This is an optimization exercise on Yosys and OpenROAD, whose aim is small area, not a production implementation.
In this exercise RTL edits were held to simulation tests only and were not proved equivalent to the original.

`flow/run.sh`:
```
#!/bin/bash
# Standard layout with plain buf_1 cells as the port buffers and a clock tree
# of clkbuf_4 cells without dummy loads.
set -euo pipefail
bash standard.sh finish "BUFFER_PORTS_ARGS=-buffer_cell sky130_fd_sc_hd__buf_1" \
  "CTS_ARGS=-sink_clustering_enable -repair_clock_nets -buf_list sky130_fd_sc_hd__clkbuf_4 -dont_use_dummy_load" \
  > standard.log 2>&1
```
`standard.sh`:
```
#!/bin/bash
# synth_recipe.tcl (not shown) runs the flow's synth.tcl, then flattens the netlist and writes it again
# the make line also repeats each setting of config.mk as NAME=value (left out here)
make -C /OpenROAD-flow-scripts/flow DESIGN_CONFIG=/design/flow/config.mk WORK_HOME=/design/flow/orfs CLKGATE_MAP_FILE= SYNTH_SCRIPT=/design/flow/synth_recipe.tcl "${@:-finish}"
```
`config.mk`:
```
export PLATFORM = sky130hd
export DESIGN_NAME = scrolling_avalon_interface
export DESIGN_NICKNAME = scrolling_avalon_interface
export VERILOG_FILES = /design/flow/design.v
export SDC_FILE = /design/flow/constraint.sdc
export NUM_CORES = 4
export LEC_CHECK = 0
export CAP_MARGIN = 20
export CORE_MARGIN = 2
export CORE_UTILIZATION = 40
export CTS_BUF_LIST = sky130_fd_sc_hd__clkbuf_4
export SLEW_MARGIN = 20
export SYNTH_HIERARCHICAL = 1
export SYNTH_MINIMUM_KEEP_SIZE = 0
```
`constraint.sdc`:
```
create_clock -name core_clock -period 10.0 [get_ports {clock}]
set_input_delay 2.0000 -clock core_clock [delete_from_list [all_inputs] [get_ports {clock}]]
set_output_delay 2.0000 -clock core_clock [all_outputs]
set_load 0.01 [all_outputs]
```
`design.v`:
```
module scrolling (clock, resetn, we, byteenable, speed_in, val_out);
	input clock, resetn, we;
	input [31:0] speed_in;
	input [3:0] byteenable;
	output [31:0] val_out;
	reg [27:0] speed;
	reg [31:0] count;
	reg [2:0] rot;
	reg rotated;
	wire below;
	tcalc tc (.s(speed), .ch(count[31:4]), .below(below));
	wire [32:0] cy;
	wire [31:0] inc;
	assign cy[0] = 1'b1;
	genvar i;
	generate for (i = 0; i < 32; i = i + 1) begin : ct
		assign inc[i] = count[i] ^ cy[i];
		assign cy[i+1] = count[i] & cy[i];
	end endgenerate
	always @(posedge clock)
		count <= (below & resetn) ? inc : 32'd0;
	always @(posedge clock or negedge resetn) begin
		if (!resetn) begin
			speed <= 28'd50;
			rot <= 3'd0;
			rotated <= 1'b0;
		end else begin
			if (we & byteenable[0]) speed[7:0]   <= speed_in[7:0];
			if (we & byteenable[1]) speed[15:8]  <= speed_in[15:8];
			if (we & byteenable[2]) speed[23:16] <= speed_in[23:16];
			if (we & byteenable[3]) speed[27:24] <= speed_in[27:24];
			rotated <= ~below;
			rot <= rot + {2'b00, rotated};
		end
	end
	genvar k;
	generate for (k = 0; k < 8; k = k + 1) begin : dig
		wire five = (rot == k) | (rot == ((k + 7) % 8));
		wire ten  = (rot == ((k + 6) % 8));
		assign val_out[4*k+3:4*k] = {ten, five, ten, five};
	end endgenerate
endmodule
module tcalc (s, ch, below);
	input [27:0] s, ch;
	output below;
	wire [18:0] ns = ~s[18:0];
	wire w1;
	xn xn1 (.a(s[13]), .b(s[11]), .y(w1));
	wire w2;
	orr orr1 (.a(s[13]), .b(s[11]), .y(w2));
	wire w3, w4;
	ha ha1 (.a(s[14]), .b(s[12]), .s(w3), .y(w4));
	wire w5;
	xn xn2 (.a(s[15]), .b(s[13]), .y(w5));
	wire w6;
	orr orr2 (.a(s[15]), .b(s[13]), .y(w6));
	wire w7;
	xn xn3 (.a(s[16]), .b(s[14]), .y(w7));
	wire w8;
	orr orr3 (.a(s[16]), .b(s[14]), .y(w8));
	wire w9, w10;
	ha ha2 (.a(s[12]), .b(s[9]), .s(w9), .y(w10));
	wire w11;
	xn xn4 (.a(s[17]), .b(s[15]), .y(w11));
	wire w12;
	orr orr4 (.a(s[17]), .b(s[15]), .y(w12));
	wire w13, w14;
	fa fa1 (.a(s[13]), .b(s[10]), .c(ns[8]), .s(w13), .y(w14));
	wire w15;
	xn xn5 (.a(s[18]), .b(s[16]), .y(w15));
	wire w16;
	orr orr5 (.a(s[18]), .b(s[16]), .y(w16));
	wire w17, w18;
	fa fa2 (.a(s[14]), .b(s[11]), .c(ns[9]), .s(w17), .y(w18));
	wire w19;
	xn xn6 (.a(s[19]), .b(s[17]), .y(w19));
	wire w20;
	orr orr6 (.a(s[19]), .b(s[17]), .y(w20));
	wire w21, w22;
	fa fa3 (.a(s[15]), .b(s[12]), .c(ns[10]), .s(w21), .y(w22));
	wire w23;
	xn xn7 (.a(s[20]), .b(s[18]), .y(w23));
	wire w24;
	orr orr7 (.a(s[20]), .b(s[18]), .y(w24));
	wire w25, w26;
	fa fa4 (.a(s[16]), .b(s[13]), .c(ns[11]), .s(w25), .y(w26));
	wire w27, w28;
	fa fa5 (.a(s[21]), .b(s[19]), .c(s[17]), .s(w27), .y(w28));
	wire w29, w30;
	ha ha3 (.a(s[14]), .b(ns[12]), .s(w29), .y(w30));
	wire w31, w32;
	fa fa6 (.a(s[22]), .b(s[20]), .c(s[18]), .s(w31), .y(w32));
	wire w33, w34;
	ha ha4 (.a(s[15]), .b(ns[13]), .s(w33), .y(w34));
	wire w35;
	xn xn8 (.a(s[23]), .b(s[21]), .y(w35));
	wire w36;
	orr orr8 (.a(s[23]), .b(s[21]), .y(w36));
	wire w37, w38;
	fa fa7 (.a(s[19]), .b(s[16]), .c(ns[14]), .s(w37), .y(w38));
	wire w39;
	xn xn9 (.a(s[24]), .b(s[22]), .y(w39));
	wire w40;
	orr orr9 (.a(s[24]), .b(s[22]), .y(w40));
	wire w41, w42;
	fa fa8 (.a(s[20]), .b(s[17]), .c(ns[15]), .s(w41), .y(w42));
	wire w43;
	xn xn10 (.a(s[25]), .b(s[23]), .y(w43));
	wire w44;
	orr orr10 (.a(s[25]), .b(s[23]), .y(w44));
	wire w45, w46;
	fa fa9 (.a(s[21]), .b(s[18]), .c(ns[16]), .s(w45), .y(w46));
	wire w47;
	xn xn11 (.a(s[26]), .b(s[24]), .y(w47));
	wire w48;
	orr orr11 (.a(s[26]), .b(s[24]), .y(w48));
	wire w49, w50;
	fa fa10 (.a(s[22]), .b(s[19]), .c(ns[17]), .s(w49), .y(w50));
	wire w51;
	xn xn12 (.a(s[27]), .b(s[25]), .y(w51));
	wire w52;
	orr orr12 (.a(s[27]), .b(s[25]), .y(w52));
	wire w53, w54;
	fa fa11 (.a(s[23]), .b(s[20]), .c(ns[18]), .s(w53), .y(w54));
	wire w55, w56;
	fa fa12 (.a(s[9]), .b(s[7]), .c(s[5]), .s(w55), .y(w56));
	wire w57;
	xn xn13 (.a(s[10]), .b(s[8]), .y(w57));
	wire w58;
	orr orr13 (.a(s[10]), .b(s[8]), .y(w58));
	wire w59, w60;
	ha ha5 (.a(s[6]), .b(s[3]), .s(w59), .y(w60));
	wire w61, w62;
	fa fa13 (.a(s[11]), .b(s[9]), .c(s[7]), .s(w61), .y(w62));
	wire w63, w64;
	fa fa14 (.a(s[4]), .b(ns[2]), .c(ns[0]), .s(w63), .y(w64));
	wire w65, w66;
	fa fa15 (.a(~s[12]), .b(s[10]), .c(s[8]), .s(w65), .y(w66));
	wire w67, w68;
	fa fa16 (.a(s[5]), .b(ns[3]), .c(ns[1]), .s(w67), .y(w68));
	wire w69, w70;
	fa fa17 (.a(s[12]), .b(w1), .c(s[9]), .s(w69), .y(w70));
	wire w71, w72;
	fa fa18 (.a(s[6]), .b(ns[4]), .c(ns[2]), .s(w71), .y(w72));
	wire w73, w74;
	fa fa19 (.a(w2), .b(w3), .c(s[10]), .s(w73), .y(w74));
	wire w75, w76;
	fa fa20 (.a(s[7]), .b(ns[5]), .c(ns[3]), .s(w75), .y(w76));
	wire w77, w78;
	fa fa21 (.a(w4), .b(w5), .c(s[11]), .s(w77), .y(w78));
	wire w79, w80;
	fa fa22 (.a(s[8]), .b(ns[6]), .c(ns[4]), .s(w79), .y(w80));
	wire w81, w82;
	fa fa23 (.a(w6), .b(w7), .c(w9), .s(w81), .y(w82));
	wire w83, w84;
	fa fa24 (.a(ns[7]), .b(ns[5]), .c(s[0]), .s(w83), .y(w84));
	wire w85, w86;
	fa fa25 (.a(w8), .b(w10), .c(w11), .s(w85), .y(w86));
	wire w87, w88;
	fa fa26 (.a(w13), .b(ns[6]), .c(s[1]), .s(w87), .y(w88));
	wire w89, w90;
	fa fa27 (.a(w12), .b(w14), .c(w15), .s(w89), .y(w90));
	wire w91, w92;
	fa fa28 (.a(w17), .b(ns[7]), .c(s[2]), .s(w91), .y(w92));
	wire w93, w94;
	fa fa29 (.a(w16), .b(w18), .c(w19), .s(w93), .y(w94));
	wire w95, w96;
	fa fa30 (.a(w21), .b(ns[8]), .c(s[3]), .s(w95), .y(w96));
	wire w97, w98;
	fa fa31 (.a(w20), .b(w22), .c(w23), .s(w97), .y(w98));
	wire w99, w100;
	fa fa32 (.a(w25), .b(ns[9]), .c(s[4]), .s(w99), .y(w100));
	wire w101, w102;
	fa fa33 (.a(w24), .b(w26), .c(w27), .s(w101), .y(w102));
	wire w103, w104;
	fa fa34 (.a(w29), .b(ns[10]), .c(s[5]), .s(w103), .y(w104));
	wire w105, w106;
	fa fa35 (.a(w28), .b(w30), .c(w31), .s(w105), .y(w106));
	wire w107, w108;
	fa fa36 (.a(w33), .b(ns[11]), .c(s[6]), .s(w107), .y(w108));
	wire w109, w110;
	fa fa37 (.a(w32), .b(w34), .c(w35), .s(w109), .y(w110));
	wire w111, w112;
	fa fa38 (.a(w37), .b(ns[12]), .c(s[7]), .s(w111), .y(w112));
	wire w113, w114;
	fa fa39 (.a(w36), .b(w38), .c(w39), .s(w113), .y(w114));
	wire w115, w116;
	fa fa40 (.a(w41), .b(ns[13]), .c(s[8]), .s(w115), .y(w116));
	wire w117, w118;
	fa fa41 (.a(w40), .b(w42), .c(w43), .s(w117), .y(w118));
	wire w119, w120;
	fa fa42 (.a(w45), .b(ns[14]), .c(s[9]), .s(w119), .y(w120));
	wire w121, w122;
	fa fa43 (.a(w44), .b(w46), .c(w47), .s(w121), .y(w122));
	wire w123, w124;
	fa fa44 (.a(w49), .b(ns[15]), .c(s[10]), .s(w123), .y(w124));
	wire w125, w126;
	fa fa45 (.a(w48), .b(w50), .c(w51), .s(w125), .y(w126));
	wire w127, w128;
	fa fa46 (.a(w53), .b(ns[16]), .c(s[11]), .s(w127), .y(w128));
	wire w129, w130;
	ha ha6 (.a(s[5]), .b(s[3]), .s(w129), .y(w130));
	wire w131;
	xn xn14 (.a(s[6]), .b(s[4]), .y(w131));
	wire w132;
	orr orr14 (.a(s[6]), .b(s[4]), .y(w132));
	wire w133, w134;
	fa fa47 (.a(s[7]), .b(s[5]), .c(s[3]), .s(w133), .y(w134));
	wire w135, w136;
	fa fa48 (.a(~s[8]), .b(s[6]), .c(s[4]), .s(w135), .y(w136));
	wire w137, w138;
	fa fa49 (.a(s[8]), .b(w55), .c(s[2]), .s(w137), .y(w138));
	wire w139, w140;
	fa fa50 (.a(w56), .b(w57), .c(w59), .s(w139), .y(w140));
	wire w141, w142;
	fa fa51 (.a(w58), .b(w60), .c(w61), .s(w141), .y(w142));
	wire w143, w144;
	fa fa52 (.a(w62), .b(w64), .c(w65), .s(w143), .y(w144));
	wire w145, w146;
	fa fa53 (.a(w66), .b(w68), .c(w69), .s(w145), .y(w146));
	wire w147, w148;
	fa fa54 (.a(w70), .b(w72), .c(w73), .s(w147), .y(w148));
	wire w149, w150;
	fa fa55 (.a(w74), .b(w76), .c(w77), .s(w149), .y(w150));
	wire w151, w152;
	fa fa56 (.a(w78), .b(w80), .c(w81), .s(w151), .y(w152));
	wire w153, w154;
	fa fa57 (.a(w82), .b(w84), .c(w85), .s(w153), .y(w154));
	wire w155, w156;
	fa fa58 (.a(w86), .b(w88), .c(w89), .s(w155), .y(w156));
	wire w157, w158;
	fa fa59 (.a(w90), .b(w92), .c(w93), .s(w157), .y(w158));
	wire w159, w160;
	fa fa60 (.a(w94), .b(w96), .c(w97), .s(w159), .y(w160));
	wire w161, w162;
	fa fa61 (.a(w98), .b(w100), .c(w101), .s(w161), .y(w162));
	wire w163, w164;
	fa fa62 (.a(w102), .b(w104), .c(w105), .s(w163), .y(w164));
	wire w165, w166;
	fa fa63 (.a(w106), .b(w108), .c(w109), .s(w165), .y(w166));
	wire w167, w168;
	fa fa64 (.a(w110), .b(w112), .c(w113), .s(w167), .y(w168));
	wire w169, w170;
	fa fa65 (.a(w114), .b(w116), .c(w117), .s(w169), .y(w170));
	wire w171, w172;
	fa fa66 (.a(w118), .b(w120), .c(w121), .s(w171), .y(w172));
	wire w173, w174;
	fa fa67 (.a(w122), .b(w124), .c(w125), .s(w173), .y(w174));
	wire w175, w176;
	fa fa68 (.a(~s[4]), .b(s[2]), .c(s[0]), .s(w175), .y(w176));
	wire w177, w178;
	fa fa69 (.a(s[4]), .b(w129), .c(s[1]), .s(w177), .y(w178));
	wire w179, w180;
	fa fa70 (.a(w130), .b(w131), .c(s[2]), .s(w179), .y(w180));
	wire w181, w182;
	fa fa71 (.a(w132), .b(w133), .c(s[0]), .s(w181), .y(w182));
	wire w183, w184;
	fa fa72 (.a(w134), .b(w135), .c(s[1]), .s(w183), .y(w184));
	wire w185, w186;
	fa fa73 (.a(w136), .b(w137), .c(ns[0]), .s(w185), .y(w186));
	wire w187, w188;
	fa fa74 (.a(w138), .b(w139), .c(ns[1]), .s(w187), .y(w188));
	wire w189, w190;
	fa fa75 (.a(w140), .b(w141), .c(w63), .s(w189), .y(w190));
	wire w191, w192;
	fa fa76 (.a(w142), .b(w143), .c(w67), .s(w191), .y(w192));
	wire w193, w194;
	fa fa77 (.a(w144), .b(w145), .c(w71), .s(w193), .y(w194));
	wire w195, w196;
	fa fa78 (.a(w146), .b(w147), .c(w75), .s(w195), .y(w196));
	wire w197, w198;
	fa fa79 (.a(w148), .b(w149), .c(w79), .s(w197), .y(w198));
	wire w199, w200;
	fa fa80 (.a(w150), .b(w151), .c(w83), .s(w199), .y(w200));
	wire w201, w202;
	fa fa81 (.a(w152), .b(w153), .c(w87), .s(w201), .y(w202));
	wire w203, w204;
	fa fa82 (.a(w154), .b(w155), .c(w91), .s(w203), .y(w204));
	wire w205, w206;
	fa fa83 (.a(w156), .b(w157), .c(w95), .s(w205), .y(w206));
	wire w207, w208;
	fa fa84 (.a(w158), .b(w159), .c(w99), .s(w207), .y(w208));
	wire w209, w210;
	fa fa85 (.a(w160), .b(w161), .c(w103), .s(w209), .y(w210));
	wire w211, w212;
	fa fa86 (.a(w162), .b(w163), .c(w107), .s(w211), .y(w212));
	wire w213, w214;
	fa fa87 (.a(w164), .b(w165), .c(w111), .s(w213), .y(w214));
	wire w215, w216;
	fa fa88 (.a(w166), .b(w167), .c(w115), .s(w215), .y(w216));
	wire w217, w218;
	fa fa89 (.a(w168), .b(w169), .c(w119), .s(w217), .y(w218));
	wire w219, w220;
	fa fa90 (.a(w170), .b(w171), .c(w123), .s(w219), .y(w220));
	wire w221, w222;
	fa fa91 (.a(w172), .b(w173), .c(w127), .s(w221), .y(w222));
	wire w223, w224;
	fa fa92 (.a(w198), .b(w199), .c(ch[16]), .s(w223), .y(w224));
	wire w225, w226;
	fa fa93 (.a(w200), .b(w201), .c(ch[17]), .s(w225), .y(w226));
	wire w227, w228;
	fa fa94 (.a(w202), .b(w203), .c(ch[18]), .s(w227), .y(w228));
	wire w229, w230;
	fa fa95 (.a(w204), .b(w205), .c(ch[19]), .s(w229), .y(w230));
	wire w231, w232;
	fa fa96 (.a(w206), .b(w207), .c(ch[20]), .s(w231), .y(w232));
	wire w233, w234;
	fa fa97 (.a(w208), .b(w209), .c(ch[21]), .s(w233), .y(w234));
	wire w235, w236;
	fa fa98 (.a(w210), .b(w211), .c(ch[22]), .s(w235), .y(w236));
	wire w237, w238;
	fa fa99 (.a(w212), .b(w213), .c(ch[23]), .s(w237), .y(w238));
	wire w239, w240;
	fa fa100 (.a(w214), .b(w215), .c(ch[24]), .s(w239), .y(w240));
	wire w241, w242;
	fa fa101 (.a(w216), .b(w217), .c(ch[25]), .s(w241), .y(w242));
	wire w243, w244;
	fa fa102 (.a(w218), .b(w219), .c(ch[26]), .s(w243), .y(w244));
	wire w245, w246;
	fa fa103 (.a(w220), .b(w221), .c(ch[27]), .s(w245), .y(w246));
	wire [27:0] x = {w220, w218, w216, w214, w212, w210, w208, w206, w204, w202, w200, w198, w196, w194, w192, w190, w188, w186, w184, w182, w180, w178, w176, s[3], ~s[3], s[2], 1'b1, s[0]};
	wire [27:0] y = {w221, w219, w217, w215, w213, w211, w209, w207, w205, w203, w201, w199, w197, w195, w193, w191, w189, w187, w185, w183, w181, w179, w177, w175, s[1], s[0], s[1], 1'b0};
	wire [15:0] tn;
	wire cc, cf;
	rca #(.N(16)) lo (.x(x[15:0]), .y(y[15:0]), .ci(1'b0), .s(tn), .co(cc));
	wire [16:0] cl;
	assign cl[0] = 1'b1;
	genvar i;
	generate for (i = 0; i < 16; i = i + 1) begin : cmp
		assign cl[i+1] = (tn[i] & ch[i]) | (cl[i] & (tn[i] | ch[i]));
	end endgenerate
	assign cf = cl[16];
	wire [11:0] u = {w245, w243, w241, w239, w237, w235, w233, w231, w229, w227, w225, w223};
	wire [12:0] v = {w246, w244, w242, w240, w238, w236, w234, w232, w230, w228, w226, w224, 1'b0};
	wire [12:0] ce, cg;
	assign ce[0] = cc;
	assign cg[1] = (u[0] & cc) | (u[0] & cf) | (cc & cf);
	assign cg[0] = 1'b0;
	generate for (i = 0; i < 12; i = i + 1) begin : hi
		assign ce[i+1] = (x[16+i] & y[16+i]) | (ce[i] & (x[16+i] | y[16+i]));
		if (i > 0) begin : g
			assign cg[i+1] = (u[i] & v[i]) | (cg[i] & (u[i] | v[i]));
		end
	end endgenerate
	assign below = ce[12] ? (v[12] ^ cg[12]) : ~(v[12] | cg[12]);
endmodule
module rca #(parameter N = 4) (x, y, ci, s, co);
	input [N-1:0] x, y;
	input ci;
	output [N-1:0] s;
	output co;
	wire [N:0] c;
	assign c[0] = ci;
	genvar i;
	generate for (i = 0; i < N; i = i + 1) begin : b
		fa f (.a(x[i]), .b(y[i]), .c(c[i]), .s(s[i]), .y(c[i+1]));
	end endgenerate
	assign co = c[N];
endmodule
module fa (a, b, c, s, y);
	input a, b, c;
	output s, y;
	assign s = a ^ b ^ c;
	assign y = (a & b) | (c & (a ^ b));
endmodule
module ha (a, b, s, y);
	input a, b;
	output s, y;
	assign s = a ^ b;
	assign y = a & b;
endmodule
module xn (a, b, y);
	input a, b;
	output y;
	assign y = ~(a ^ b);
endmodule
module orr (a, b, y);
	input a, b;
	output y;
	assign y = a | b;
endmodule
module scrolling_avalon_interface (clock, resetn, write, writedata, read, readdata, byteenable, chipselect, val_out);
	input clock, resetn;
	input read, write, chipselect;
	input [3:0] byteenable;
	input [31:0] writedata;
	output [31:0] readdata;
	output [31:0] val_out;
	wire [31:0] from_reg;
	assign readdata = from_reg;
	assign val_out = from_reg;
	scrolling U1 (.clock(clock), .resetn(resetn), .we(chipselect & write), .byteenable(byteenable),
	              .speed_in(writedata), .val_out(from_reg));
endmodule
```
==> results of run 1 <==
## logic make-up after synthesis
group,Yosys count
compound gates,54
other cells,2
flops,64
fa+ha+maj,165
simple gates,88
buf+inv,95
xor+xnor,17
mux,31
## state kept, by name, summed over array words and instances (netlist names)
| register | cells |
|---|---|
| U1.rotated | 1 |
| U1.speed | 28 |
| U1.count | 32 |
| U1.rot | 3 |
## layer usage
| layer | global-route usage (%) | share of wire (%) |
|---|---|---|
| met4 | 5.25 | 1.5 |
| met1 | 17.4 | 43 |
| met2 | 26.2 | 51 |
| met3 | 2.42 | 4.0 |
| met5 | 0 | 0 |
## modules after synthesis (local to each module, per instance), excerpt
module                      times used  cells inside  flip-flops and latches  area, sq um
fa                                 119             1                       0         20.0
ha                                   6             1                       0         12.5
orr                                 13             1                       0         6.26
scrolling                            1           224                      64         2790
scrolling_avalon_interface           1            33                       0          246
tcalc                                1           107                       0          653
xn                                  14             1                       0         8.76
## area by class of cell
type	instances	area share [%]
clock buffers	9	1.03
repair buffers	101	5.91
flip-flops and latches	64	22.0
inverters	22	1.26
multi-input cells	358	65.7
well taps	216	4.12
## cells in the final DEF (no fill, tap or decap), drive strengths merged, types with 16 or more instances in the layout
master,count
fa,119
buf,100
ha,39
dfxtp,32
and3,32
dfrtp,29
mux2,28
inv,22
xnor2,16
## per-stage QoR
| step | instance area [sq um] | std cells | utilization (%) | hold WS [ns] |
|---|---|---|---|---|
| 2_1_floorplan | 6360 | 517 | - | 0.398 |
| 3_3_place_gp | 6500 | 761 | 41.3 | 0.426 |
| 3_5_place_dp | 6500 | 761 | 41.3 | 0.428 |
| 4_1_cts | 6560 | 770 | 41.8 | 0.444 |
| 5_1_grt | 6560 | 770 | 41.8 | 0.487 |
| 6_report | 6560 | 770 | 41.8 | 0.436 |
## how the worst min path moves through the flow
| stage | endpoint | slack [ns] |
|---|---|---|
| 2_1_floorplan | U1.count[0]$_SDFF_PN0_ | 0.40 |
| 3_5_place_dp | U1.count[0]$_SDFF_PN0_ | 0.43 |
| 4_1_cts | U1.count[0]$_SDFF_PN0_ | 0.44 |
| 3_3_place_gp | U1.count[0]$_SDFF_PN0_ | 0.43 |
| 5_1_grt | U1.count[0]$_SDFF_PN0_ | 0.49 |
| 6_report | U1.count[0]$_SDFF_PN0_ | 0.44 |
## Yosys cell counts, drive strengths merged (4+ instances only)
cell type / instances / share of area, %
a21oi: 6 / 0.47
a22oi: 5 / 0.59
a31oi: 7 / 0.69
and2: 6 / 0.59
and3: 32 / 3.2
buf: 66 / 7.7
clkbuf: 7 / 0.43
dfrtp: 29 / 11
dfxtp: 32 / 10
fa: 119 / 38
ha: 39 / 7.7
inv: 22 / 1.3
maj3: 7 / 1.2
mux2: 28 / 5.0
nand2: 14 / 0.95
nor2: 14 / 0.83
nor2b: 4 / 0.39
o21ai: 11 / 0.87
o22a: 5 / 0.71
o22ai: 5 / 0.49
o31ai: 6 / 0.71
or2: 14 / 1.4
xnor2: 16 / 2.2
==> impl_results.rst, run 1 <==
.. list-table::
   :header-rows: 1

   * - Metric
     - Value
   * - Skew-Pair Late Insertion Delay
     - 0.44 ns
   * - Fraction of the yosys area taken by sequential cells
     - 22.7%
   * - Startpoint of the worst-slack reg-to-reg timing path
     - U1.speed[1]$_DFFE_PN1P_
   * - Proportion of synthesized area in mux cells
     - 5.44%
   * - Clock tree skew after final layout
     - 0.0210 ns
   * - DR DRC count
     - 0
   * - Buffer type at the clock tree root
     - clkbuf_4
   * - Reg-to-reg setup timing slack
     - 1.05 ns
   * - Total Neg Setup Slack
     - 0 ns
   * - Endpoint required time on the critical path
     - 10.36 ns
   * - EDFF count, synth
     - 0
   * - Routed via count
     - 3775
   * - Num rows
     - 46
   * - Library cells used by synthesis
     - 41
   * - Crit-path slowest cell
     - fa_1
   * - Worst slew margin relative to its limit
     - 56.6%
   * - Kind of start point of the critical path
     - flip-flop
   * - # setup viols final
     - 0
   * - Endpoint type of the worst setup path
     - flip-flop
   * - Synth-to-Final Area Change
     - 3.33%
   * - Synthesized area per cell
     - 12.3 sq um
   * - Core Box Area
     - 0.0157 sq mm
   * - Post-synthesis async set-or-reset flop share
     - 50.0%
   * - Worst path buffer plus inverter count
     - 1
   * - Width of the die
     - 130 microns
   * - Number of antenna repair diodes
     - 0
   * - Outcome
     - finished clean
   * - Kind of cell adding the most delay to the critical path
     - adder cells
   * - Number of slew-limit violations in the final report
     - 0
   * - Global placer's final weighted congestion
     - 0.820
   * - Worst setup path start
     - U1.speed[1]$_DFFE_PN1P_
   * - Complex-gate fraction of the synthesized area
     - 5.79%
   * - Maximum capacitance violations
     - 0
   * - Number of hold violations in the final report
     - 0
   * - Boundary pin count
     - 105
   * - Synthesized-area fraction occupied by and/or/nand/nor cells
     - 7.74%
   * - Post-synth design cell area
     - 0.00635 sq mm
   * - Total die area
     - 0.0169 sq mm
   * - Filler cell count
     - 1487
   * - Worst Hold Class
     - reg -> reg
   * - Input/output buffers
     - 99
   * - Clock buffer count from CTS
     - 9
   * - Share of the cycle needed by the critical path after routing
     - 89.5%
   * - Detailed-router iteration count before antenna repair
     - 4
   * - Start point of the worst hold path
     - U1.count[0]$_SDFF_PN0_
   * - Maximum number of pins on one net before global-route repair
     - 64
   * - Total wirelength of the detailed-routed design
     - 11500 microns
   * - Initial core utilization
     - 40.4%
   * - Worst path most repeated cell
     - fa_1
   * - 1st-iter DRT viols
     - 103
   * - Worst path arrival time
     - 9.31 ns
   * - Achievable clock frequency
     - 112 MHz
   * - Number of instances in the synthesized netlist
     - 516
   * - Overflow left after global routing
     - 0
   * - Wirelength per Cell
     - 14.9 microns
   * - Number of post-CTS setup repair buffers
     - 0
   * - CP max FO
     - 32
   * - # H-tree levels
     - 3
   * - Setup slack at placement
     - 0.983 ns
   * - First-pass GRT wire length
     - 18700 microns
   * - Post-DP HPWL
     - 9720 microns
   * - Number of global-route vias before repair
     - 3922
   * - Reg2reg path depth
     - 26
   * - Worst-margin pin slew
     - 0.652 ns
   * - Number of gates given a new drive strength after cts
     - 0
   * - Main flop type after synthesis
     - dfxtp_1
   * - Post-detailed-route via-to-cell ratio
     - 4.90
   * - Overall Global Routing Usage
     - 14.5%
   * - Fraction of final layout cells sized beyond drive strength 1
     - 9.39%
   * - FF/Latch Area
     - 0.00145 sq mm
   * - Endpoint of the most critical setup path
     - U1.count[15]$_SDFF_PN0_
   * - CTS tree
     - done
   * - Warnings, synthesis
     - 7
   * - Parity-gate share of the synthesized area counting xor and xnor cells
     - 2.34%
   * - Sinks on Clock Net
     - 64
   * - Arithmetic-cell share of the synthesized area counting full adders, half adders and majority gates
     - 46.4%
   * - Nets@finish
     - 755
   * - Critical path class
     - reg -> reg
   * - Count of hold-fix buffers inserted at cts
     - 0
   * - Maximum single-stage delay on the critical path
     - 0.51 ns
   * - Largest family of logic cells by synthesized area
     - adder cells
   * - Critical Path Stages
     - 26
   * - FF+latch count, synth
     - 64
   * - Setup repair after global routing missed its margin
     - false
   * - Worst-case setup margin in the final layout
     - 1.05 ns
   * - Area of the multi-input gates
     - 0.00431 sq mm
   * - Endpoint of the worst-slack reg-to-reg timing path
     - U1.count[15]$_SDFF_PN0_
   * - Number of antenna violations at the first check in global routing
     - 0
   * - Number of buffers on the longest clock path
     - 2
   * - Final period demand of the worst path
     - 8.95 ns
   * - Die boundary height
     - 130 microns
   * - Post-route antenna net violation count
     - 0
   * - Hold Path Stages
     - 1
   * - Clock transition time at the flip-flop clock pins of the worst setup and hold paths
     - 0.11 ns
==> run 2, diff against run 1 <==
--- a/design.v
+++ b/design.v
@@ -18,9 +18,8 @@
 		assign cy[i+1] = count[i] & cy[i];
 	end endgenerate
-	always @(posedge clock)
-		count <= (below & resetn) ? inc : 32'd0;
 	always @(posedge clock or negedge resetn) begin
 		if (!resetn) begin
 			speed <= 28'd50;
+			count <= 32'd0;
 			rot <= 3'd0;
 			rotated <= 1'b0;
@@ -30,4 +29,5 @@
 			if (we & byteenable[2]) speed[23:16] <= speed_in[23:16];
 			if (we & byteenable[3]) speed[27:24] <= speed_in[27:24];
+			count <= below ? inc : 32'd0;
 			rotated <= ~below;
 			rot <= rot + {2'b00, rotated};
==> run 2 against run 1 <==
Critical endpoint is now U1.count[0]$_DFF_PN0_. Wire length fell by 0.76%. Worst hold slack got worse by 0.0014 ns. Cell count fell by 0.13%. Sequential cell count did not move. Highest routed layer unchanged. Clock skew rose by 0.014 ns. First-iteration DRC count fell by 2.9%. Global-route usage fell by 0.42 points. Synthesized area rose by 2.2%.
==> impl_results.rst, run 2 <==
.. list-table::
   :header-rows: 1

   * - Metric
     - Value
   * - Number of global-route vias before repair
     - 3938 (+0.41%)
   * - Input/output buffers
     - 99 (unchanged)
   * - Largest registers in the final layout
     - U1.count: 32 flops, U1.speed: 28 flops, U1.rot: 3 flops
   * - Post-DP HPWL
     - 9620 microns (-0.99%)
   * - Most instantiated library cell after synthesis
     - fa_1
   * - Most common library cell in the layout ignoring fill and taps
     - fa_1
   * - Synthesized area per cell
     - 12.7 sq um (+3.0%)
   * - Portion of synthesized cell area occupied by the leading cell type
     - 36.7% (-0.81 points)
   * - Overflow left after global routing
     - 0 (unchanged)
   * - Worst-margin pin slew
     - 0.796 ns (+0.144 ns)
   * - Overall Global Routing Usage
     - 14.1% (-0.42 points)
   * - Buffer type at the clock tree root
     - clkbuf_4
   * - Number of instances in the placed design
     - 760 (-0.13%)
   * - Clock buffer count from CTS
     - 9 (unchanged)
   * - First-pass GRT wire length
     - 19400 microns (+3.6%)
   * - Number of gates given a new drive strength after cts
     - 0 (unchanged)
   * - Critical path class
     - reg -> reg
   * - Endpoint type of the worst setup path
     - flip-flop
   * - Most frequent cells in the layout
     - fa_1 (119), buf_1 (98), dfrtp_1 (61)
   * - Wirelength per Cell
     - 14.8 microns (-0.63%)
   * - Global placer's final weighted congestion
     - 0.848 (+3.3%)
   * - Post-synthesis async set-or-reset flop share
     - 100% (+50 points)
   * - Initial core utilization
     - 40.9% (+0.44 points)
   * - Post-detailed-route via-to-cell ratio
     - 4.87 (-0.59%)
   * - Worst path most repeated cell
     - fa_1
   * - Skew-Pair Late Insertion Delay
     - 0.44 ns (about the same)
   * - Share of the cycle needed by the critical path after routing
     - 89.1% (-0.34 points)
   * - Endpoint required time on the critical path
     - 10.37 ns (about the same)
   * - Num rows
     - 46 (unchanged)
   * - Finished Layout Cells
     - 769 (-0.13%)
   * - Setup slack at placement
     - 1.00 ns (+0.0171 ns)
   * - Final period demand of the worst path
     - 8.91 ns (-0.0339 ns)
   * - Total wirelength of the detailed-routed design
     - 11400 microns (-0.76%)
   * - Worst Hold Class
     - reg -> reg
   * - Total Neg Setup Slack
     - 0 ns (unchanged)
   * - Number of antenna repair diodes
     - 0 (unchanged)
   * - Max reg flops
     - 32 (unchanged)
   * - Synth top cells by count
     - fa_1 (119), buf_4 (64), dfrtp_1 (61)
   * - Number of hold violations in the final report
     - 0 (unchanged)
   * - Sinks on Clock Net
     - 64 (unchanged)
   * - Number of slew-limit violations in the final report
     - 0 (unchanged)
   * - Synth-to-Final Area Change
     - 3.43% (about the same)
   * - CTS tree
     - done
   * - CP max FO
     - 31 (-3.1%)
   * - Fraction of final layout cells sized beyond drive strength 1
     - 9.22% (-0.16 points)
   * - Final standard cell utilization of the core
     - 42.3% (+0.50 points)
   * - Library cells used by synthesis
     - 40 (-2.4%)
   * - Die boundary height
     - 131 microns (+1.1%)
   * - Warnings, synthesis
     - 7 (unchanged)
   * - Clock transition time at the flip-flop clock pins of the worst setup and hold paths
     - 0.11 ns (about the same)
   * - Worst path buffer plus inverter count
     - 2 (+1)
   * - # H-tree levels
     - 3 (unchanged)
   * - Main area contributors after synthesis
     - fa_1 (37%), dfrtp_1 (24%), ha_1 (7.5%), buf_4 (7.4%), mux2_2 (4.9%)
   * - Fraction of the yosys area taken by sequential cells
     - 24.7% (+2.0 points)
   * - Worst slew margin relative to its limit
     - 47.0% (-9.6 points)
   * - Setup repair after global routing missed its margin
     - false
   * - Number of antenna violations at the first check in global routing
     - 0 (unchanged)
   * - Number of instances in the synthesized netlist
     - 512 (-0.78%)
   * - Maximum number of pins on one net before global-route repair
     - 65 (+1.6%)
   * - Worst-case setup margin in the final layout
     - 1.09 ns (+0.0339 ns)
   * - FF+latch count, synth
     - 64 (unchanged)
   * - Kind of cell adding the most delay to the critical path
     - adder cells
   * - EDFF count, synth
     - 0 (unchanged)
   * - Nets@finish
     - 754 (-0.13%)
   * - Achievable clock frequency
     - 112 MHz (+0.38%)
   * - Library cell with the largest summed area after synthesis
     - fa_1
   * - Width of the die
     - 131 microns (+1.1%)
   * - Crit-path slowest cell
     - fa_1
   * - Total die area
     - 0.0173 sq mm (+2.1%)
   * - DR DRC count
     - 0 (unchanged)
   * - Count of hold-fix buffers inserted at cts
     - 0 (unchanged)
   * - 1st-iter DRT viols
     - 100 (-2.9%)
   * - Worst path arrival time
     - 9.29 ns (-0.02 ns)
   * - # setup viols final
     - 0 (unchanged)
   * - Routed via count
     - 3748 (-0.72%)
   * - Boundary pin count
     - 105 (unchanged)
   * - Number of buffers on the longest clock path
     - 2 (unchanged)
   * - Kind of start point of the critical path
     - flip-flop
   * - Maximum capacitance violations
     - 0 (unchanged)
   * - Clock tree skew after final layout
     - 0.0355 ns (+0.0145 ns)
   * - Outcome
     - finished clean
   * - Main flop type after synthesis
     - dfrtp_1
   * - Post-synth design cell area
     - 0.00649 sq mm (+2.2%)
   * - Post-route antenna net violation count
     - 0 (unchanged)
   * - Most flop-heavy register
     - U1.count
   * - Maximum single-stage delay on the critical path
     - 0.52 ns (about the same)
   * - Detailed-router iteration count before antenna repair
     - 4 (unchanged)
   * - Core Box Area
     - 0.0159 sq mm (+1.1%)
   * - Number of post-CTS setup repair buffers
     - 0 (unchanged)
## run 2: cell types whose count changed after synthesis
cell      previous run  this run
nor3_2               1         0
nand2_1             11        10
dfxtp_1             32         0
and2_1               6        36
dfrtp_1             29        61
clkbuf_1             6         3
nor3_1               0         1
and3_1              32         2
## run 2: per-layer routing
layer / track usage [%] / vias up / share of wire, %
met2: 24.2 / 117 / 49
met3: 2.62 / 15 / 4.4
met1: 17.8 / 1897 / 45
li1: - / 1719 / -
met4: 5.01 / 0 / 1.7
met5: 0 / - / 0
## run 2: cell families after synthesis
| group | synth area share, % |
|---|---|
| XOR/XNOR | 2.29 |
| adder cells (fa/ha/maj) | 45.4 |
| buffers and inverters | 9.08 |
| AND/OR/NAND/NOR | 7.44 |
| AO/OA/AOI/OAI | 5.67 |
| other | 0.116 |
| flip-flops | 24.7 |
| multiplexers | 5.32 |
## run 2: per-stage QoR
| stage | area [sq um] | hold WS (ns) |
|---|---|---|
| floorplan | 6500 | 0.403 |
| finish | 6720 | 0.435 |
| global placement | 6650 | 0.424 |
| detailed placement | 6650 | 0.425 |
| CTS | 6720 | 0.441 |
| global route | 6720 | 0.468 |
## run 2: path summary, 6_finish.rpt
path | depth (start not counted) | startpoint | slack, ns | end
max in group asynchronous | 2 | resetn | 7.74 | U1.speed[16]$_DFFE_PN0P_
min in group asynchronous | 2 | resetn | 1.72 | U1.count[12]$_DFF_PN0_
hold / removal | 1 | U1.count[0]$_DFF_PN0_ | 0.43 | U1.count[0]$_DFF_PN0_
hold reg to reg | 1 | U1.count[0]$_DFF_PN0_ | 0.43 | U1.count[0]$_DFF_PN0_
setup reg to reg | 27 | U1.speed[1]$_DFFE_PN1P_ | 1.09 | U1.count[0]$_DFF_PN0_
setup / recovery | 27 | U1.speed[1]$_DFFE_PN1P_ | 1.09 | U1.count[0]$_DFF_PN0_
## run 2: layout make-up
class	instances	area (sq um)
timing repair buffer	101	388
sequential	64	1610
clock buffer	9	67.6
inverter	22	82.6
multi-input combinational	357	4300
fill	1480	9170
tap	216	270
## run 2: modules after synthesis (local to each module, per instance), a selection
module / area [sq um] / flip-flops and latches / cells / times used
xn: 8.76 / 0 / 1 / 14
tcalc: 653 / 0 / 107 / 1
ha: 12.5 / 0 / 1 / 6
orr: 6.26 / 0 / 1 / 13
fa: 20.0 / 0 / 1 / 119
scrolling_avalon_interface: 246 / 0 / 33 / 1
scrolling: 2930 / 64 / 220 / 1
==> run 3, diff against run 2 <==
--- a/design.v
+++ b/design.v
@@ -18,8 +18,9 @@
 		assign cy[i+1] = count[i] & cy[i];
 	end endgenerate
+	always @(posedge clock)
+		count <= (below & resetn) ? inc : 32'd0;
 	always @(posedge clock or negedge resetn) begin
 		if (!resetn) begin
 			speed <= 28'd50;
-			count <= 32'd0;
 			rot <= 3'd0;
 			rotated <= 1'b0;
@@ -29,5 +30,4 @@
 			if (we & byteenable[2]) speed[23:16] <= speed_in[23:16];
 			if (we & byteenable[3]) speed[27:24] <= speed_in[27:24];
-			count <= below ? inc : 32'd0;
 			rotated <= ~below;
 			rot <= rot + {2'b00, rotated};
==> flow/run.sh (replaced) <==
#!/bin/bash
# Standard layout with plain buf_1 cells as the port buffers and a clock tree
# of clkbuf_4 cells, larger sink clusters, without dummy loads.
set -euo pipefail
bash standard.sh finish "BUFFER_PORTS_ARGS=-buffer_cell sky130_fd_sc_hd__buf_1" \
  "CTS_ARGS=-sink_clustering_enable -repair_clock_nets -buf_list sky130_fd_sc_hd__clkbuf_4 -dont_use_dummy_load -sink_clustering_size 32 -sink_clustering_max_diameter 150" \
  > standard.log 2>&1
==> run 3 against run 2 <==
Synthesized area is 2.2% lower. Fmax is 0.38% lower. Critical path type unchanged. Highest routed layer unchanged. Critical path depth is 1 lower.
==> impl_results.rst, run 3 <==
.. list-table::
   :header-rows: 1

   * - Metric
     - Value
   * - CTS tree
     - done
   * - Buffer type at the clock tree root
     - clkbuf_4
   * - Critical path class
     - reg -> reg
   * - # H-tree levels
     - 3 (unchanged)
   * - Number of global-route vias before repair
     - 3922 (-0.41%)
   * - Setup repair after global routing missed its margin
     - false
   * - Maximum number of pins on one net before global-route repair
     - 64 (-1.5%)
   * - Synth top cells by count
     - fa_1 (119), buf_4 (64), ha_1 (39)
   * - Fraction of final layout cells sized beyond drive strength 1
     - 9.39% (+0.16 points)
   * - 1st-iter DRT viols
     - 103 (+3.0%)
   * - Most common library cell in the layout ignoring fill and taps
     - fa_1
   * - Portion of synthesized cell area occupied by the leading cell type
     - 37.5% (+0.81 points)
   * - FF+latch count, synth
     - 64 (unchanged)
   * - Most frequent cells in the layout
     - fa_1 (119), buf_1 (98), ha_1 (39)
   * - Worst-margin pin slew
     - 0.652 ns (-0.144 ns)
   * - Library cells used by synthesis
     - 41 (+2.5%)
   * - Start point of the worst hold path
     - U1.count[0]$_SDFF_PN0_
   * - Number of hold violations in the final report
     - 0 (unchanged)
   * - Synth-to-Final Area Change
     - 3.33% (about the same)
   * - Post-synth design cell area
     - 0.00635 sq mm (-2.2%)
   * - Number of buffers on the longest clock path
     - 2 (unchanged)
   * - Skew-Pair Late Insertion Delay
     - 0.44 ns (about the same)
   * - Total die area
     - 0.0169 sq mm (-2.1%)
   * - Synthesized area per cell
     - 12.3 sq um (-2.9%)
   * - Wirelength per Cell
     - 14.9 microns (+0.63%)
   * - Fraction of the yosys area taken by sequential cells
     - 22.7% (-2.0 points)
   * - Most instantiated library cell after synthesis
     - fa_1
   * - Post-route antenna net violation count
     - 0 (unchanged)
   * - Sinks on Clock Net
     - 64 (unchanged)
   * - Most flop-heavy register
     - U1.count
   * - Largest registers in the final layout
     - U1.count: 32 flops, U1.speed: 28 flops, U1.rot: 3 flops
   * - Input/output buffers
     - 99 (unchanged)
   * - Worst-case setup margin in the final layout
     - 1.05 ns (-0.0339 ns)
   * - Reg-to-reg setup timing slack
     - 1.05 ns (-0.03 ns)
   * - Number of instances in the synthesized netlist
     - 516 (+0.78%)
   * - Warnings, synthesis
     - 7 (unchanged)
   * - Main area contributors after synthesis
     - fa_1 (38%), dfrtp_1 (11%), dfxtp_1 (10%), ha_1 (7.7%), buf_4 (7.6%)
   * - CP max FO
     - 32 (+3.2%)
   * - Share of the cycle needed by the critical path after routing
     - 89.5% (+0.34 points)
   * - Achievable clock frequency
     - 112 MHz (-0.38%)
   * - Count of hold-fix buffers inserted at cts
     - 0 (unchanged)
   * - First-pass GRT wire length
     - 18700 microns (-3.5%)
   * - Die boundary height
     - 130 microns (-1.1%)
   * - Post-detailed-route via-to-cell ratio
     - 4.90 (+0.59%)
   * - Boundary pin count
     - 105 (unchanged)
   * - Maximum capacitance violations
     - 0 (unchanged)
   * - Clock tree skew after final layout
     - 0.0210 ns (-0.0145 ns)
   * - Clock transition time at the flip-flop clock pins of the worst setup and hold paths
     - 0.11 ns (about the same)
   * - Number of slew-limit violations in the final report
     - 0 (unchanged)
   * - Final period demand of the worst path
     - 8.95 ns (+0.0339 ns)
   * - Post-DP HPWL
     - 9720 microns (+1.0%)
   * - Setup slack at placement
     - 0.983 ns (-0.0171 ns)
   * - Worst path arrival time
     - 9.31 ns (+0.02 ns)
   * - Number of antenna violations at the first check in global routing
     - 0 (unchanged)
   * - Endpoint of the worst hold-timing path
     - U1.count[0]$_SDFF_PN0_
   * - Overall Global Routing Usage
     - 14.5% (+0.42 points)
   * - WHS
     - 0.436 ns (+0.00136 ns)
   * - Endpoint of the worst-slack reg-to-reg timing path
     - U1.count[15]$_SDFF_PN0_
   * - Nets@finish
     - 755 (+0.13%)
   * - Detailed-router iteration count before antenna repair
     - 4 (unchanged)
   * - DR DRC count
     - 0 (unchanged)
   * - Kind of start point of the critical path
     - flip-flop
   * - Number of post-CTS setup repair buffers
     - 0 (unchanged)
   * - Post-synthesis async set-or-reset flop share
     - 50.0% (-50 points)
   * - Reg2reg path depth
     - 26 (-3.7%)
   * - Num rows
     - 46 (unchanged)
   * - Post-DP Area
     - 0.00650 sq mm (-2.3%)
   * - Max reg flops
     - 32 (unchanged)
   * - EDFF count, synth
     - 0 (unchanged)
   * - Total Neg Setup Slack
     - 0 ns (unchanged)
   * - Worst slew margin relative to its limit
     - 56.6% (+9.6 points)
   * - Main flop type after synthesis
     - dfxtp_1
   * - Library cell with the largest summed area after synthesis
     - fa_1
   * - Initial core utilization
     - 40.4% (-0.44 points)
   * - Endpoint type of the worst setup path
     - flip-flop
   * - Overflow left after global routing
     - 0 (unchanged)
   * - Filler cell count
     - 1487 (+0.47%)
   * - Startpoint of the worst-slack reg-to-reg timing path
     - U1.speed[1]$_DFFE_PN1P_
   * - Global placer's final weighted congestion
     - 0.820 (-3.2%)
   * - Number of antenna repair diodes
     - 0 (unchanged)
   * - Fin area
     - 0.00656 sq mm (-2.3%)
   * - Number of gates given a new drive strength after cts
     - 0 (unchanged)
   * - Routed via count
     - 3775 (+0.72%)
   * - Width of the die
     - 130 microns (-1.1%)
   * - Hold Path Stages
     - 1 (unchanged)
   * - Outcome
     - finished clean
   * - Total wirelength of the detailed-routed design
     - 11500 microns (+0.76%)
   * - # setup viols final
     - 0 (unchanged)
   * - Endpoint required time on the critical path
     - 10.36 ns (about the same)
   * - Clock buffer count from CTS
     - 9 (unchanged)
   * - Worst Hold Class
     - reg -> reg
   * - Core Box Area
     - 0.0157 sq mm (-1.1%)
run 3: cell count changes in the layout (fill, tap and decap cells not counted), sizes merged:
cell    before  now
dfrtp       61   29
dfxtp        0   32
and2        36    6
and3         2   32
buf        101  100
clkbuf       9   10
nand2       13   14
run 3: final cells by class:
| class | instances | area (sq um) | area share (%) |
|---|---|---|---|
| sequential | 64 | 1450 | 22.0 |
| timing repair buffer | 101 | 388 | 5.91 |
| multi-input combinational | 358 | 4310 | 65.7 |
| tap | 216 | 270 | 4.12 |
| inverter | 22 | 82.6 | 1.26 |
| clock buffer | 9 | 67.6 | 1.03 |
run 3: modules after synthesis, one instance, submodules excluded, a selection:
module                      flops+latches  area, sq um  cells  times used
orr                                     0         6.26      1          13
ha                                      0         12.5      1           6
fa                                      0         20.0      1         119
xn                                      0         8.76      1          14
scrolling_avalon_interface              0          246     33           1
tcalc                                   0          653    107           1
scrolling                              64         2790    224           1
run 3: kinds of logic after synthesis:
group           share of synthesized area, %
fa+ha+maj                               46.4
buf+inv                                 9.45
simple gates                            7.74
flops                                   22.7
compound gates                          5.79
mux                                     5.44
xor+xnor                                2.34
other cells                            0.118
run 3: worst max path at each step:
| stage | from | end | slack (ns) | cells past startpoint |
|---|---|---|---|---|
| floorplan | U1.speed[1]$_DFFE_PN1P_ | U1.count[31]$_SDFF_PN0_ | 1.64 | 27 |
| global placement | U1.speed[1]$_DFFE_PN1P_ | U1.count[31]$_SDFF_PN0_ | 1.09 | 27 |
| detailed placement | U1.speed[1]$_DFFE_PN1P_ | U1.count[31]$_SDFF_PN0_ | 0.98 | 27 |
| CTS | U1.speed[1]$_DFFE_PN1P_ | U1.count[15]$_SDFF_PN0_ | 0.96 | 26 |
| global route | U1.speed[1]$_DFFE_PN1P_ | U1.count[0]$_SDFF_PN0_ | 0.56 | 27 |
| finish | U1.speed[1]$_DFFE_PN1P_ | U1.count[15]$_SDFF_PN0_ | 1.05 | 26 |
run 3: worst max-delay path, cell delays in order, from the launching register on:
cell	delay (ns)
dfstp_2	0.46
fa_1	0.42
fa_1	0.39
fa_1	0.39
fa_1	0.39
fa_1	0.41
fa_1	0.39
fa_1	0.38
fa_1	0.39
fa_1	0.40
fa_1	0.39
fa_1	0.39
fa_1	0.39
fa_1	0.39
fa_1	0.39
fa_1	0.51
nand2_1	0.07
and3_1	0.17
or3_1	0.32
or3_1	0.35
a31oi_1	0.27
o21ai_0	0.16
ha_1	0.31
mux2i_1	0.06
mux2i_1	0.16
buf_4	0.29
and3_1	0.20
run 3: stage by stage:
step / cells / util, %
after CTS: 770 / 41.8
after floorplan: 517 / -
after global placement: 761 / 41.3
after global routing: 770 / 41.8
final: 770 / 41.8
after detailed placement: 761 / 41.3
run 3: layer usage:
layer	wire, microns	vias up	GRT usage, %	part of all wire, %
met5	0	-	0	0
met4	176	0	5.25	1.5
met3	459	12	2.42	4.0
met2	5900	102	26.2	51
met1	4930	1914	17.4	43
li1	-	1747	-	-
==> run 4, diff against run 3 <==
==> flow/run.sh (replaced) <==
#!/bin/bash
# Standard layout with plain buf_1 cells as the port buffers and a clock tree
# of clkbuf_4 cells, larger sink clusters, without dummy loads.
set -euo pipefail
bash standard.sh finish "BUFFER_PORTS_ARGS=-buffer_cell sky130_fd_sc_hd__buf_1" \
  "CTS_ARGS=-sink_clustering_enable -repair_clock_nets -buf_list sky130_fd_sc_hd__clkbuf_4 -dont_use_dummy_load -sink_clustering_size 16 -sink_clustering_max_diameter 80" \
  > standard.log 2>&1
==> run 4 against run 3 <==
Still clean. Clock skew unchanged. Sequential share of layout area unchanged. Global-route usage unchanged. Final area unchanged. Setup slack unchanged. Core utilization unchanged. Clock-buffer cell count unchanged. Non-clock buffer count unchanged. Fmax unchanged. Via count unchanged.
==> impl_results.rst, run 4 <==
.. list-table::
   :header-rows: 1

   * - Metric
     - Value
   * - Fin area
     - 0.00656 sq mm (unchanged)
   * - Most frequent cells in the layout
     - fa_1 (119), buf_1 (98), ha_1 (39)
   * - # setup viols final
     - 0 (unchanged)
   * - Number of antenna violations at the first check in global routing
     - 0 (unchanged)
   * - Number of hold violations in the final report
     - 0 (unchanged)
   * - Routed via count
     - 3775 (unchanged)
   * - Skew-Pair Late Insertion Delay
     - 0.44 ns (about the same)
   * - DR DRC count
     - 0 (unchanged)
   * - Main area contributors after synthesis
     - fa_1 (38%), dfrtp_1 (11%), dfxtp_1 (10%), ha_1 (7.7%), buf_4 (7.6%)
   * - Post-DP Area
     - 0.00650 sq mm (unchanged)
   * - Initial core utilization
     - 40.4% (unchanged)
   * - Warnings, synthesis
     - 7 (unchanged)
   * - Worst-case setup margin in the final layout
     - 1.05 ns (unchanged)
   * - Post-synth design cell area
     - 0.00635 sq mm (unchanged)
   * - Number of buffers on the longest clock path
     - 2 (unchanged)
   * - Number of slew-limit violations in the final report
     - 0 (unchanged)
   * - Endpoint type of the worst setup path
     - flip-flop
   * - Post-detailed-route via-to-cell ratio
     - 4.90 (unchanged)
   * - Boundary pin count
     - 105 (unchanged)
   * - Maximum capacitance violations
     - 0 (unchanged)
   * - Nets@finish
     - 755 (unchanged)
   * - Number of instances in the synthesized netlist
     - 516 (unchanged)
   * - Total die area
     - 0.0169 sq mm (unchanged)
   * - Sinks on Clock Net
     - 64 (unchanged)
   * - Final period demand of the worst path
     - 8.95 ns (unchanged)
   * - Critical path class
     - reg -> reg
   * - Fraction of final layout cells sized beyond drive strength 1
     - 9.39% (unchanged)
   * - Detailed-router iteration count before antenna repair
     - 4 (unchanged)
   * - Die boundary height
     - 130 microns (unchanged)
   * - Clock buffer count from CTS
     - 9 (unchanged)
   * - Worst slew margin relative to its limit
     - 56.6% (unchanged)
   * - Global placer's final weighted congestion
     - 0.820 (unchanged)
   * - Synth-to-Final Area Change
     - 3.33% (unchanged)
   * - Fraction of the yosys area taken by sequential cells
     - 22.7% (unchanged)
   * - Setup slack at placement
     - 0.983 ns (unchanged)
   * - CP max FO
     - 32 (unchanged)
   * - Synthesized area per cell
     - 12.3 sq um (unchanged)
   * - Number of global-route vias before repair
     - 3922 (unchanged)
   * - Overflow left after global routing
     - 0 (unchanged)
   * - Number of post-CTS setup repair buffers
     - 0 (unchanged)
   * - Worst Hold Class
     - reg -> reg
   * - First-pass GRT wire length
     - 18700 microns (unchanged)
   * - Most instantiated library cell after synthesis
     - fa_1
   * - Library cell with the largest summed area after synthesis
     - fa_1
   * - Number of gates given a new drive strength after cts
     - 0 (unchanged)
   * - Kind of start point of the critical path
     - flip-flop
   * - Main flop type after synthesis
     - dfxtp_1
   * - Clock tree skew after final layout
     - 0.0210 ns (unchanged)
   * - Total wirelength of the detailed-routed design
     - 11500 microns (unchanged)
   * - Wirelength per Cell
     - 14.9 microns (unchanged)
   * - Clock transition time at the flip-flop clock pins of the worst setup and hold paths
     - 0.11 ns (about the same)
   * - Outcome
     - finished clean
   * - Post-route antenna net violation count
     - 0 (unchanged)
   * - Portion of synthesized cell area occupied by the leading cell type
     - 37.5% (unchanged)
   * - FF+latch count, synth
     - 64 (unchanged)
   * - Synth top cells by count
     - fa_1 (119), buf_4 (64), ha_1 (39)
   * - Core Box Area
     - 0.0157 sq mm (unchanged)
   * - Post-DP HPWL
     - 9720 microns (unchanged)
   * - Largest registers in the final layout
     - U1.count: 32 flops, U1.speed: 28 flops, U1.rot: 3 flops
   * - EDFF count, synth
     - 0 (unchanged)
   * - CTS tree
     - done
   * - Num rows
     - 46 (unchanged)
   * - Setup repair after global routing missed its margin
     - false
   * - Achievable clock frequency
     - 112 MHz (unchanged)
   * - Maximum number of pins on one net before global-route repair
     - 64 (unchanged)
   * - Count of hold-fix buffers inserted at cts
     - 0 (unchanged)
   * - Max reg flops
     - 32 (unchanged)
   * - Width of the die
     - 130 microns (unchanged)
   * - Final standard cell utilization of the core
     - 41.8% (unchanged)
   * - Library cells used by synthesis
     - 41 (unchanged)
   * - Overall Global Routing Usage
     - 14.5% (unchanged)
   * - Post-synthesis async set-or-reset flop share
     - 50.0% (unchanged)
   * - 1st-iter DRT viols
     - 103 (unchanged)
   * - Total Neg Setup Slack
     - 0 ns (unchanged)
   * - Input/output buffers
     - 99 (unchanged)
   * - Most flop-heavy register
     - U1.count
   * - # H-tree levels
     - 3 (unchanged)
   * - Worst path arrival time
     - 9.31 ns (about the same)
   * - Share of the cycle needed by the critical path after routing
     - 89.5% (unchanged)
   * - Most common library cell in the layout ignoring fill and taps
     - fa_1
   * - Buffer type at the clock tree root
     - clkbuf_4
   * - Worst-margin pin slew
     - 0.652 ns (unchanged)
   * - Number of antenna repair diodes
     - 0 (unchanged)
   * - Endpoint required time on the critical path
     - 10.36 ns (about the same)
[run 4: worst paths after layout]
check	to	depth (start not counted)	slack, ns	startpoint
max	U1.count[15]$_SDFF_PN0_	26	1.05	U1.speed[1]$_DFFE_PN1P_
min	U1.count[0]$_SDFF_PN0_	1	0.44	U1.count[0]$_SDFF_PN0_
max reg2reg	U1.count[15]$_SDFF_PN0_	26	1.05	U1.speed[1]$_DFFE_PN1P_
min reg2reg	U1.count[0]$_SDFF_PN0_	1	0.44	U1.count[0]$_SDFF_PN0_
max in group asynchronous	U1.speed[22]$_DFFE_PN0P_	2	7.87	resetn
min in group asynchronous	U1.speed[0]$_DFFE_PN0P_	2	1.67	resetn
[run 4: final cells by class]
cell class | count | area (sq um)
Clock buffer | 9 | 67.6
Fill cell | 1487 | 9150
Inverter | 22 | 82.6
Multi-Input combinational cell | 358 | 4310
Sequential cell | 64 | 1450
Tap cell | 216 | 270
Timing Repair Buffer | 101 | 388
[run 4: worst max-delay path, stage by stage, from the launching register on]
cell and delay (ns):
dfstp_2 0.46, fa_1 0.42, fa_1 0.39, fa_1 0.39, fa_1 0.39, fa_1 0.41, fa_1 0.39, fa_1 0.38
fa_1 0.39, fa_1 0.40, fa_1 0.39, fa_1 0.39, fa_1 0.39, fa_1 0.39, fa_1 0.39, fa_1 0.51
nand2_1 0.07, and3_1 0.17, or3_1 0.32, or3_1 0.35, a31oi_1 0.27, o21ai_0 0.16, ha_1 0.31, mux2i_1 0.06
mux2i_1 0.16, buf_4 0.29, and3_1 0.20
[run 4: logic make-up (layout without fill, tap and decap cells)]
family | count (synthesis) | after routing | synth area share, %
compound gates | 54 | 54 | 5.79
xor+xnor | 17 | 17 | 2.34
fa+ha+maj | 165 | 165 | 46.4
buf+inv | 95 | 132 | 9.45
flops | 64 | 64 | 22.7
mux | 31 | 31 | 5.44
other cells | 2 | 3 | 0.118
simple gates | 88 | 88 | 7.74
[run 4: metrics by stage]
stage,std cells,hold WS (ns)
5_1_grt,770,0.487
2_1_floorplan,517,0.398
3_3_place_gp,761,0.426
3_5_place_dp,761,0.428
6_report,770,0.436
4_1_cts,770,0.444
[run 4: per-module statistics from Yosys, one instance, submodules excluded, excerpt]
module / flops+latches / cells
scrolling_avalon_interface: 0 / 33
fa: 0 / 1
scrolling: 64 / 224
ha: 0 / 1
tcalc: 0 / 107
orr: 0 / 1
xn: 0 / 1
[run 4: layer usage]
metal,up-vias,part of all wire [%],global-route usage (%)
met5,-,0,0
met4,0,1.5,5.25
met3,12,4.0,2.42
met2,102,51,26.2
met1,1914,43,17.4
li1,1747,-,-

## static timing again, ports no longer ideal
How much do the figures lean on ideal ports? The routed layouts below were timed once more, with nothing changed but the port constraints.
Step 1 assumes that a clkbuf_16 drives the clock port and a buf_2 every other input.
Step 2, shift: input delay + t, output delay - t, t = (earliest + latest rising clock arrival at the registers) / 2. This alone moves slack from input paths to output paths.
a / b / c = no drivers / after step 1 / after step 2; a / b = the first two.
run	t (ns)	slack for setup (ns)	worst hold slack (ns)
run 1	0.460	1.053 / 1.053 / 1.053	0.436 / 0.436 / 0.436
run 2	0.456	1.087 / 1.087 / 1.087	0.435 / 0.435 / 0.435
run 3	0.460	1.053 / 1.053 / 1.053	0.436 / 0.436 / 0.436
run 4	0.460	1.053 / 1.053 / 1.053	0.436 / 0.436 / 0.436
After both steps every run listed still meets setup and hold.
